Context: an optimization exercise on an open-source flow, tuned for small area. The choices shown serve that exercise and are no tape-out recipe.
The RTL of this run was laid out without a check of its function.
Power is estimated from default activity; no workload was simulated.

$ cat design.v
module cic_integrator #(
	parameter WIDTH = 64
) (	
	input logic clk_i,
	input logic rstn_i,
	input  logic en_i,
	input  logic clr_i,
	input  logic [1:0] sel_i,
	input  logic [WIDTH-1:0] data_i,
	output logic [WIDTH-1:0] data_o
);
	logic [3:0] [WIDTH-1:0] r_accumulator;
	logic       [WIDTH-1:0] s_sum;
	logic       [WIDTH-1:0] s_mux;
	assign s_mux = r_accumulator[sel_i];
	assign s_sum = s_mux + data_i;
	assign data_o = s_mux;
	always_ff @(posedge clk_i or negedge rstn_i)
	begin
		if (~rstn_i)
		begin
			r_accumulator[0] <= 'h0;
			r_accumulator[1] <= 'h0;
			r_accumulator[2] <= 'h0;
			r_accumulator[3] <= 'h0;
		end
		else
		begin
			if (clr_i)
			begin
				r_accumulator[0] <= 'h0;
				r_accumulator[1] <= 'h0;
				r_accumulator[2] <= 'h0;
				r_accumulator[3] <= 'h0;
			end
  			else if (en_i) 
  				r_accumulator[sel_i] <= s_sum;
  		end
	end
endmodule
module cic_comb #(
	parameter WIDTH = 64
) (	
	input logic clk_i,
	input logic rstn_i,
	input  logic en_i,
	input  logic clr_i,
	input  logic [1:0] sel_i,
	input  logic [WIDTH-1:0] data_i,
	output logic [WIDTH-1:0] data_o
);
	logic [3:0] [WIDTH-1:0] r_previousdata;
	logic [3:0] [WIDTH-1:0] r_data;
	logic       [WIDTH-1:0] s_sum;
	assign s_sum = data_i - r_previousdata[sel_i];
	assign data_o = r_data[sel_i];
	always_ff @(posedge clk_i or negedge rstn_i)
	begin
		if (~rstn_i)
		begin
			r_previousdata[0] <= 'h0;
			r_previousdata[1] <= 'h0;
			r_previousdata[2] <= 'h0;
			r_previousdata[3] <= 'h0;
			r_data[0]         <= 'h0;
			r_data[1]         <= 'h0;
			r_data[2]         <= 'h0;
			r_data[3]         <= 'h0;
		end
		else
		begin
			if (clr_i)
			begin
				r_previousdata[0] <= 'h0;
				r_previousdata[1] <= 'h0;
				r_previousdata[2] <= 'h0;
				r_previousdata[3] <= 'h0;
				r_data[0]         <= 'h0;
				r_data[1]         <= 'h0;
				r_data[2]         <= 'h0;
				r_data[3]         <= 'h0;
				end
  			else if (en_i) 
    		begin
    			r_data[sel_i]     <= s_sum;
    			r_previousdata[sel_i] <= data_i;
    		end
    	end
    end
endmodule
module varcic #( 
  parameter STAGES = 5,
  parameter ACC_WIDTH = 51
) (
  input  logic             clk_i,
  input  logic             rstn_i,
  input  logic             cfg_en_i,
  input  logic  [1:0]      cfg_ch_num_i,
  input  logic  [9:0]      cfg_decimation_i,
  input  logic  [2:0]      cfg_shift_i,
  input  logic             data_i,
  input  logic             data_valid_i,
  output logic [15:0]      data_o,
  output logic             data_valid_o
);
logic [ACC_WIDTH-1:0] integrator_data [0:STAGES];
logic [ACC_WIDTH-1:0] comb_data [0:STAGES];
logic [9:0] r_sample_nr;
logic [1:0] r_ch_nr;
logic       r_en;
logic       s_clr;
assign s_clr = cfg_en_i & !r_en;
always_ff @(posedge clk_i or negedge rstn_i)
begin
  if(~rstn_i)
    r_en <= 'h0;
  else
    r_en <= cfg_en_i;
end
always_ff @(posedge clk_i or negedge rstn_i)
begin
  if(~rstn_i)
  begin
    r_sample_nr  <=  'h0;
    r_ch_nr      <=  'h0;
  end
  else
  begin
    if (s_clr)
    begin
      r_sample_nr  <= 0;
      r_ch_nr      <= 0;
    end
    else if (data_valid_i)
    begin
      if(r_ch_nr == cfg_ch_num_i)
      begin
        r_ch_nr <= 'h0;
        if (r_sample_nr == cfg_decimation_i)
          r_sample_nr  <= 0;
        else
          r_sample_nr  <= r_sample_nr + 1;
      end
      else
        r_ch_nr <= r_ch_nr + 1;
      end
  end
end
logic  s_out_data_valid;
assign s_out_data_valid = data_valid_i & (r_sample_nr == cfg_decimation_i);
assign data_valid_o     = s_out_data_valid;
assign integrator_data[0] = data_i ? 'h1 : {ACC_WIDTH{1'b1}};
assign comb_data[0] = integrator_data[STAGES];
genvar i;
generate
  for (i=0; i<STAGES; i=i+1)
    begin : cic_stages
    cic_integrator #(ACC_WIDTH) cic_integrator_inst(
      .clk_i(clk_i),
      .rstn_i(rstn_i),
      .clr_i(s_clr),
      .sel_i(r_ch_nr),
      .en_i(data_valid_i),
      .data_i(integrator_data[i]),
      .data_o(integrator_data[i+1])
      );
    cic_comb #(ACC_WIDTH) cic_comb_inst(
      .clk_i(clk_i),
      .rstn_i(rstn_i),
      .clr_i(s_clr),
      .sel_i(r_ch_nr),
      .en_i(s_out_data_valid),
      .data_i(comb_data[i]),
      .data_o(comb_data[i+1])
      );
    end
endgenerate
always_comb begin : proc_data_o
  data_o = 'h0;
  case(cfg_shift_i)
    0:
      data_o = comb_data[STAGES][ACC_WIDTH-1:ACC_WIDTH-16];
    1:
      data_o = comb_data[STAGES][ACC_WIDTH-6:ACC_WIDTH-21];
    2:
      data_o = comb_data[STAGES][ACC_WIDTH-11:ACC_WIDTH-26];
    3:
      data_o = comb_data[STAGES][ACC_WIDTH-16:ACC_WIDTH-31];
    4:
      data_o = comb_data[STAGES][ACC_WIDTH-21:ACC_WIDTH-36];
    5:
      data_o = comb_data[STAGES][ACC_WIDTH-26:ACC_WIDTH-41];
    6:
      data_o = comb_data[STAGES][ACC_WIDTH-31:ACC_WIDTH-46];
    7:
      data_o = comb_data[STAGES][ACC_WIDTH-36:ACC_WIDTH-51];
    default:
      data_o = comb_data[STAGES][ACC_WIDTH-1:ACC_WIDTH-16];
    endcase  
end
endmodule
module pdm_top (
	input  logic          clk_i,
	input  logic          rstn_i,
	output logic          pdm_clk_o,
    input  logic  [1:0]   cfg_pdm_ch_mode_i,
    input  logic  [9:0]   cfg_pdm_decimation_i,
    input  logic  [2:0]   cfg_pdm_shift_i,
    input  logic          cfg_pdm_en_i,
	input  logic          pdm_ch0_i,
	input  logic          pdm_ch1_i,
	output logic   [15:0] pcm_data_o,
	output logic          pcm_data_valid_o,
	input  logic          pcm_data_ready_i
);
	logic [1:0] s_ch_target;
	logic       s_data;
	logic       s_data_valid;
	logic       r_store_ch0;
	logic       r_store_ch1;
	logic       r_store_ch2;
	logic       r_store_ch3;
	logic       r_send_ch0;
	logic       r_send_ch1;
	logic       r_send_ch2;
	logic       r_send_ch3;
	logic       r_data_ch0;
	logic       r_data_ch1;
	logic       r_data_ch2;
	logic       r_data_ch3;
	logic       r_clk;
	logic       r_clk_dly;
	assign pdm_clk_o = r_clk;
	varcic #( 
  		.STAGES(5),
  		.ACC_WIDTH(51)
	) i_varcic (
  		.clk_i            ( clk_i                ),
  		.rstn_i           ( rstn_i               ),
  		.cfg_en_i         ( cfg_pdm_en_i         ),
  		.cfg_ch_num_i     ( s_ch_target          ),
  		.cfg_decimation_i ( cfg_pdm_decimation_i ),
  		.cfg_shift_i      ( cfg_pdm_shift_i      ),
  		.data_i           ( s_data               ),
  		.data_valid_i     ( s_data_valid         ),
  		.data_o           ( pcm_data_o           ),
  		.data_valid_o     ( pcm_data_valid_o     )
	);
	always_comb begin : proc_s_ch_target
		s_ch_target = 0;
		case(cfg_pdm_ch_mode_i)
			2'b00:
				s_ch_target = 0;
			2'b01:
				s_ch_target = 1;
			2'b10:
				s_ch_target = 1;
			2'b11:
				s_ch_target = 3;
		endcase  
	end
	always_ff @(posedge clk_i or negedge rstn_i) begin : proc_r_store
		if(~rstn_i) begin
			r_store_ch0 <= 1;
			r_store_ch1 <= 0;
			r_store_ch2 <= 0;
			r_store_ch3 <= 0;
			r_send_ch0  <= 0;
			r_send_ch1  <= 0;
			r_send_ch2  <= 0;
			r_send_ch3  <= 0;
			r_data_ch0  <= 0;
			r_data_ch1  <= 0;
			r_data_ch2  <= 0;
			r_data_ch3  <= 0;
			r_clk       <= 0;
			r_clk_dly   <= 0;
		end else begin
	  		if(cfg_pdm_en_i)
	  		begin
	        case(cfg_pdm_ch_mode_i)
	        	2'b00:
	        	begin
	        		r_store_ch0 <= ~r_store_ch0;
	        		r_send_ch0  <= ~r_send_ch0;
	        		if(r_store_ch0)
	        			r_data_ch0 <= pdm_ch0_i;
	        		r_clk <= ~r_clk;
	        	end
	        	2'b01:
	        	begin
	        		r_store_ch0 <= ~r_store_ch0;
	        		r_send_ch0  <= ~r_send_ch0;
	        		r_store_ch1 <= ~r_store_ch1;
	        		r_send_ch1  <=  r_send_ch0;
	        		if(r_store_ch0)
	        			r_data_ch0 <= pdm_ch0_i;
	        		if(r_store_ch1)
	        			r_data_ch1 <= pdm_ch0_i;
	        		r_clk <= ~r_clk;
	        	end
	        	2'b10:
	        	begin
	        		r_store_ch0 <= ~r_store_ch0;
	        		r_send_ch0  <= ~r_send_ch0;
	        		r_send_ch1  <=  r_send_ch0;
	        		if(r_store_ch0)
	        		begin
	        			r_data_ch0 <= pdm_ch0_i;
	        			r_data_ch1 <= pdm_ch1_i;
	        		end
	        		r_clk <= ~r_clk;
	        	end
	        	2'b11:
	        	begin
	        		r_store_ch0 <=  r_clk_dly & ~r_clk;
	        		r_store_ch2 <= ~r_clk_dly &  r_clk;
	        		r_send_ch0 <= r_store_ch0;
	        		r_send_ch1 <= r_send_ch0;
	        		r_send_ch2 <= r_send_ch1;
	        		r_send_ch3 <= r_send_ch2;
	        		if(r_store_ch0)
	        		begin
	        			r_data_ch0 <= pdm_ch0_i;
	        			r_data_ch1 <= pdm_ch1_i;
	        		end
	        		if(r_store_ch2)
	        		begin
	        			r_data_ch2 <= pdm_ch0_i;
	        			r_data_ch3 <= pdm_ch1_i;
	        		end
	        		r_clk      <= ~r_clk_dly;
	        		r_clk_dly  <= r_clk;
	        	end
	        endcase  
			end	
			else
			begin
				r_store_ch0 <= 1'b1;
				r_store_ch1 <= 0;
				r_store_ch2 <= 0;
				r_store_ch3 <= 0;
				r_send_ch0  <= 0;
				r_send_ch1  <= 0;
				r_send_ch2  <= 0;
				r_send_ch3  <= 0;
				r_clk       <= 0;
				r_clk_dly   <= 0;
			end
		end
	end
	always_comb begin : proc_s_data
		if(r_send_ch0)
		begin
				s_data = r_data_ch0;
		end
		else if(r_send_ch1)
		begin
				s_data = r_data_ch1;
		end
		else if(r_send_ch2)
		begin
				s_data = r_data_ch2;
		end
		else
		begin
				s_data = r_data_ch3;
		end
	end
	assign s_data_valid = r_send_ch0 | r_send_ch1 | r_send_ch2 | r_send_ch3;
endmodule
$ cat run.sh
#!/bin/bash
# synth_recipe.tcl (not shown) runs the flow's synth.tcl, then flattens the netlist and writes it again
# the make line also repeats each setting of config.mk as NAME=value (left out here)
make -C /OpenROAD-flow-scripts/flow DESIGN_CONFIG=/design/flow/config.mk WORK_HOME=/design/flow/orfs CLKGATE_MAP_FILE= SYNTH_SCRIPT=/design/flow/synth_recipe.tcl finish
$ cat config.mk
export PLATFORM = sky130hd
export DESIGN_NAME = pdm_top
export DESIGN_NICKNAME = pdm_top
export VERILOG_FILES = /design/flow/design.v
export SDC_FILE = /design/flow/constraint.sdc
export NUM_CORES = 4
export LEC_CHECK = 0
export CAP_MARGIN = 20
export CORE_MARGIN = 2
export CORE_UTILIZATION = 40
export SLEW_MARGIN = 20
$ cat constraint.sdc
create_clock -name core_clock -period 10.0 [get_ports {clk_i}]
set_input_delay 2.0000 -clock core_clock [delete_from_list [all_inputs] [get_ports {clk_i}]]
set_output_delay 2.0000 -clock core_clock [all_outputs]
set_load 0.01 [all_outputs]
==> results.txt <==
-- synth_stat cells, types with 83 or more instances --
library cell and number:
dfrtp_1 3085, a22o_1 2266, nand2_1 1101, clkbuf_1 893
mux4_2 782, a21oi_1 763, o21ai_0 762, ha_1 503
nand3_1 369, inv_1 365, a21o_1 322, nor2_1 314
xnor2_1 281, xor2_1 176, o21a_1 96, buf_1 91
nor2b_1 88, nor3_1 83
-- state kept, by name, summed over array words and instances, names as in the netlist, 2 cells and up --
name,flops
i_varcic.r_ch_nr,2
i_varcic.r_sample_nr,10
i_varcic.cic_stages.cic_comb_inst.r_previousdata,1020
i_varcic.cic_stages.cic_integrator_inst.r_accumulator,1020
i_varcic.cic_stages.cic_comb_inst.r_data,1020
-- power groups by stage --
stage	combinational [mW]	sequential, mW	clock (mW)
5_1_grt	7.19	13.2	13.9
4_1_cts	6.68	13.2	13.4
2_1_floorplan	4.63	13.3	0
3_5_place_dp	6.65	13.4	0
6_report	6.67	13.2	13.1
3_3_place_gp	6.65	13.4	0
-- worst max path at each step --
stage | start | end | slack, ns | cells past startpoint
finish | i_varcic.r_ch_nr[1] | pcm_data_o[11] | 2.32 | 7
detailed placement | i_varcic.r_ch_nr[0] | flop | 2.96 | 15
floorplan | i_varcic.r_ch_nr[0] | i_varcic.cic_stages[4].cic_comb_inst.r_data[197] | 3.61 | 22
CTS | i_varcic.r_ch_nr[1] | pcm_data_o[11] | 2.22 | 7
global placement | i_varcic.r_ch_nr[1] | i_varcic.cic_stages[3].cic_comb_inst.r_data[202] | 2.95 | 15
global route | i_varcic.r_ch_nr[1] | pcm_data_o[11] | 2.16 | 7
-- area by class of cell --
type	instances	area [um^2]
inverters	367	1380
multi-input cells	8767	73500
clock inverters	108	1530
repair buffers	234	2420
diodes	3	7.51
well taps	5197	6500
fillers	35542	216000
clock buffers	501	10000
flip-flops and latches	3086	77200
-- kinds of logic after synthesis --
kind of cell	Yosys count	share of synthesized area
buffers and inverters	1388	0.0338
xor gates and xnor gates	457	0.0257
AOI/OAI and AO/OA	4677	0.220
and+or+nand+nor	2302	0.0668
DFF	3086	0.496
muxes	817	0.116
adders and majority gates	514	0.0417
-- metal layers --
metal / share of wire / global-route usage
met3: 0.062 / 0.0303
met1: 0.47 / 0.328
met4: 0.018 / 0.0444
met2: 0.45 / 0.329
met5: 0 / 0
-- worst max-delay path, delay by kind of cell (launching register included) --
family / cells / cell delay, ns
buf+inv: 4 / 2.38
mux: 3 / 1.28
flops: 1 / 0.96
-- per-stage QoR --
step           worst slack (ns)   util  cell area, um^2  hold slack, ns
2_1_floorplan              3.61      -           156000           0.444
3_3_place_gp               2.95  0.414           161000           0.455
3_5_place_dp               2.96  0.414           161000           0.465
4_1_cts                    2.22  0.444           173000           0.477
5_1_grt                    2.16  0.444           173000           0.494
6_report                   2.32  0.444           173000           0.473
==> impl_metrics.env <==
export IMPL_status="complete, no violations"
export IMPL_share_clk_of_total_power=0.398
export IMPL_ys_seq_area_frac=0.496
export IMPL_pwr_share_comb=0.202
export IMPL_floorplan_initialDensity=0.401
export IMPL_relative_slew_slack=0.227
export IMPL_worst_slew_pin_transition_ns=1.16
export IMPL_p_leak_nw=79.0
export IMPL_final_common_cell="dfrtp_1"
export IMPL_vias=111840
export IMPL_slew_violations=0
export IMPL_end_kind="primary output"
export IMPL_min_delay_worst_endpoint="i_varcic.cic_stages[4].cic_comb_inst.r_data[92]"
export IMPL_die_area_um2=395000
export IMPL_detail_route_wirelength_um=437000
export IMPL_r2r_start="i_varcic.r_ch_nr[1]"
export IMPL_p_sw_mw=10.1
export IMPL_layout_drive_gt1_share=0.123
export IMPL_clock_tree_root_cell="clkbuf_16"
export IMPL_cts_tree="done"
export IMPL_worst_ep_required_time_ns=8.00
export IMPL_worst_r2r_endpoint="i_varcic.cic_stages[3].cic_comb_inst.r_data[151]"
export IMPL_residual_antenna_violating_net_count_after_detailed_routing=0
export IMPL_crit_path_slowest_cell="dfrtp_4"
export IMPL_ff2ff_setup_slack_ns=2.66
export IMPL_synth_edf_count=0
export IMPL_post_cts_resized_instances=0
export IMPL_drc=0
export IMPL_whs_path_depth=2
export IMPL_global_route_wire_length_before_repair_um=689000
export IMPL_top_library_cells_by_usage_in_the_layout_fill_and_taps_aside="dfrtp_1, a22o_1, nand2_1, mux4_2, o21ai_0"
export IMPL_netlist_instances=13241
export IMPL_post_synth_cell_area_avg_um2=11.8
export IMPL_yosysUniqueCellTypes=94
export IMPL_io_pin_count=39
export IMPL_total_number_of_nets_in_the_final_design=13330
export IMPL_number_of_h_tree_branching_levels=5
export IMPL_gp_routability_congestion=0.838
export IMPL_pwr_share_seq=0.400
export IMPL_die_y_um=628
export IMPL_post_synth_arst_share=1.00
export IMPL_timing_final_hold_violations=0
export IMPL_post_cts_buffers=0
export IMPL_critical_path_peak_fanout=69
export IMPL_total_power_of_the_final_layout_mw=33.0
export IMPL_numPortBuffers=37
export IMPL_rows=229
export IMPL_clkSinkCount=3086
export IMPL_slowest_delay_ns=0.96
export IMPL_setup_violations_final=0
export IMPL_period_minus_slack_ns=7.68
export IMPL_p_sw_frac=0.305
export IMPL_finalCritPeriodShare=0.768
export IMPL_pin_count_of_the_biggest_net_entering_global_routing=173
export IMPL_grt_antenna_before_repair=9
export IMPL_setup_tns_ns=0
export IMPL_clk_path_buf_depth=4
export IMPL_clkSlewWorstSetupHoldPaths_ns=0.06
export IMPL_drt_iter0_drc=9900
export IMPL_worst_r2r_path_depth=15
export IMPL_cp_arrival_ns=5.68
export IMPL_detailed_place_hpwl_um=250000
export IMPL_die_width_um=628
export IMPL_instances_no_fill=18263
export IMPL_synth_seq_cells=3086
export IMPL_hold_path_startpoint="i_varcic.cic_stages[4].cic_comb_inst.r_data[92]"
export IMPL_internal_power_mw=22.9
export IMPL_cell_area_after_synthesis_um2=156000
export IMPL_grt_total_usage=0.216
export IMPL_path_class="flop to primary output"
export IMPL_ys_flop_type="dfrtp_1"
export IMPL_area_growth_syn_to_layout_pct=10.8
export IMPL_min_path_type="flop to flop"
export IMPL_coreArea_um2=389000
export IMPL_synth_top_cells_by_area="dfrtp_1, a22o_1, mux4_2, ha_1, nand2_1"
export IMPL_max_cap_violations=0
export IMPL_worstPathCellList="buf_12 > buf_4 > buf_4 > mux4_2 > mux4_2 > mux2_2 > clkdlybuf4s50_1"
export IMPL_grt_overflow_total=0
export IMPL_power_density_nw_per_um2=191
export IMPL_synth_net_count=13775
export IMPL_synth_top_area_share=0.496
export IMPL_grt_pass1_vias=111073
export IMPL_clk_latency_ns=0.94
export IMPL_cts_inserted_buffers=340
export IMPL_grt_setup_unrepaired="no"
export IMPL_highest_achievable_clock_rate_mhz=130
export IMPL_synth_yosys_warnings=8
export IMPL_vdd_ir_drop_max_v=0.000159
export IMPL_synth_area_leader_cell="dfrtp_1"
export IMPL_post_cts_hold_buffer_count=0
export IMPL_numPlacedInstances=17650
export IMPL_routedWlPerCell_um=23.9
export IMPL_pre_repair_dr_iteration_count=6
export IMPL_avgViaCountPerCell=6.12
export IMPL_setup_worst_path_start_class="flop"
export IMPL_setup_skew_after_layout_ns=0.0470

## what the ideal ports hide
The flow's constraints put no driver on any port. The routed layout listed below was extracted and timed again, unchanged, in two steps. Step 1 sets driving cells, clkbuf_16 on the clock port and buf_2 on the other inputs (assumed; they add their load-dependent delay and slew). Step 2, shift: input delay + t, output delay - t, t = (earliest + latest rising clock arrival at the registers) / 2. This alone moves slack from input paths to output paths. a / b / c = ideal / step 1 / step 2; a / b = the first two.
t, ns: 1.010
slack for setup (ns): 2.322 / 2.226 / 2.661
worst setup path at the end: register to register
worst slew at a driven data input, ns: 0.22
After both steps setup and hold are still met in this run. The setup slack of this run moves by -0.096 ns with the drivers and by +0.339 ns with both steps.
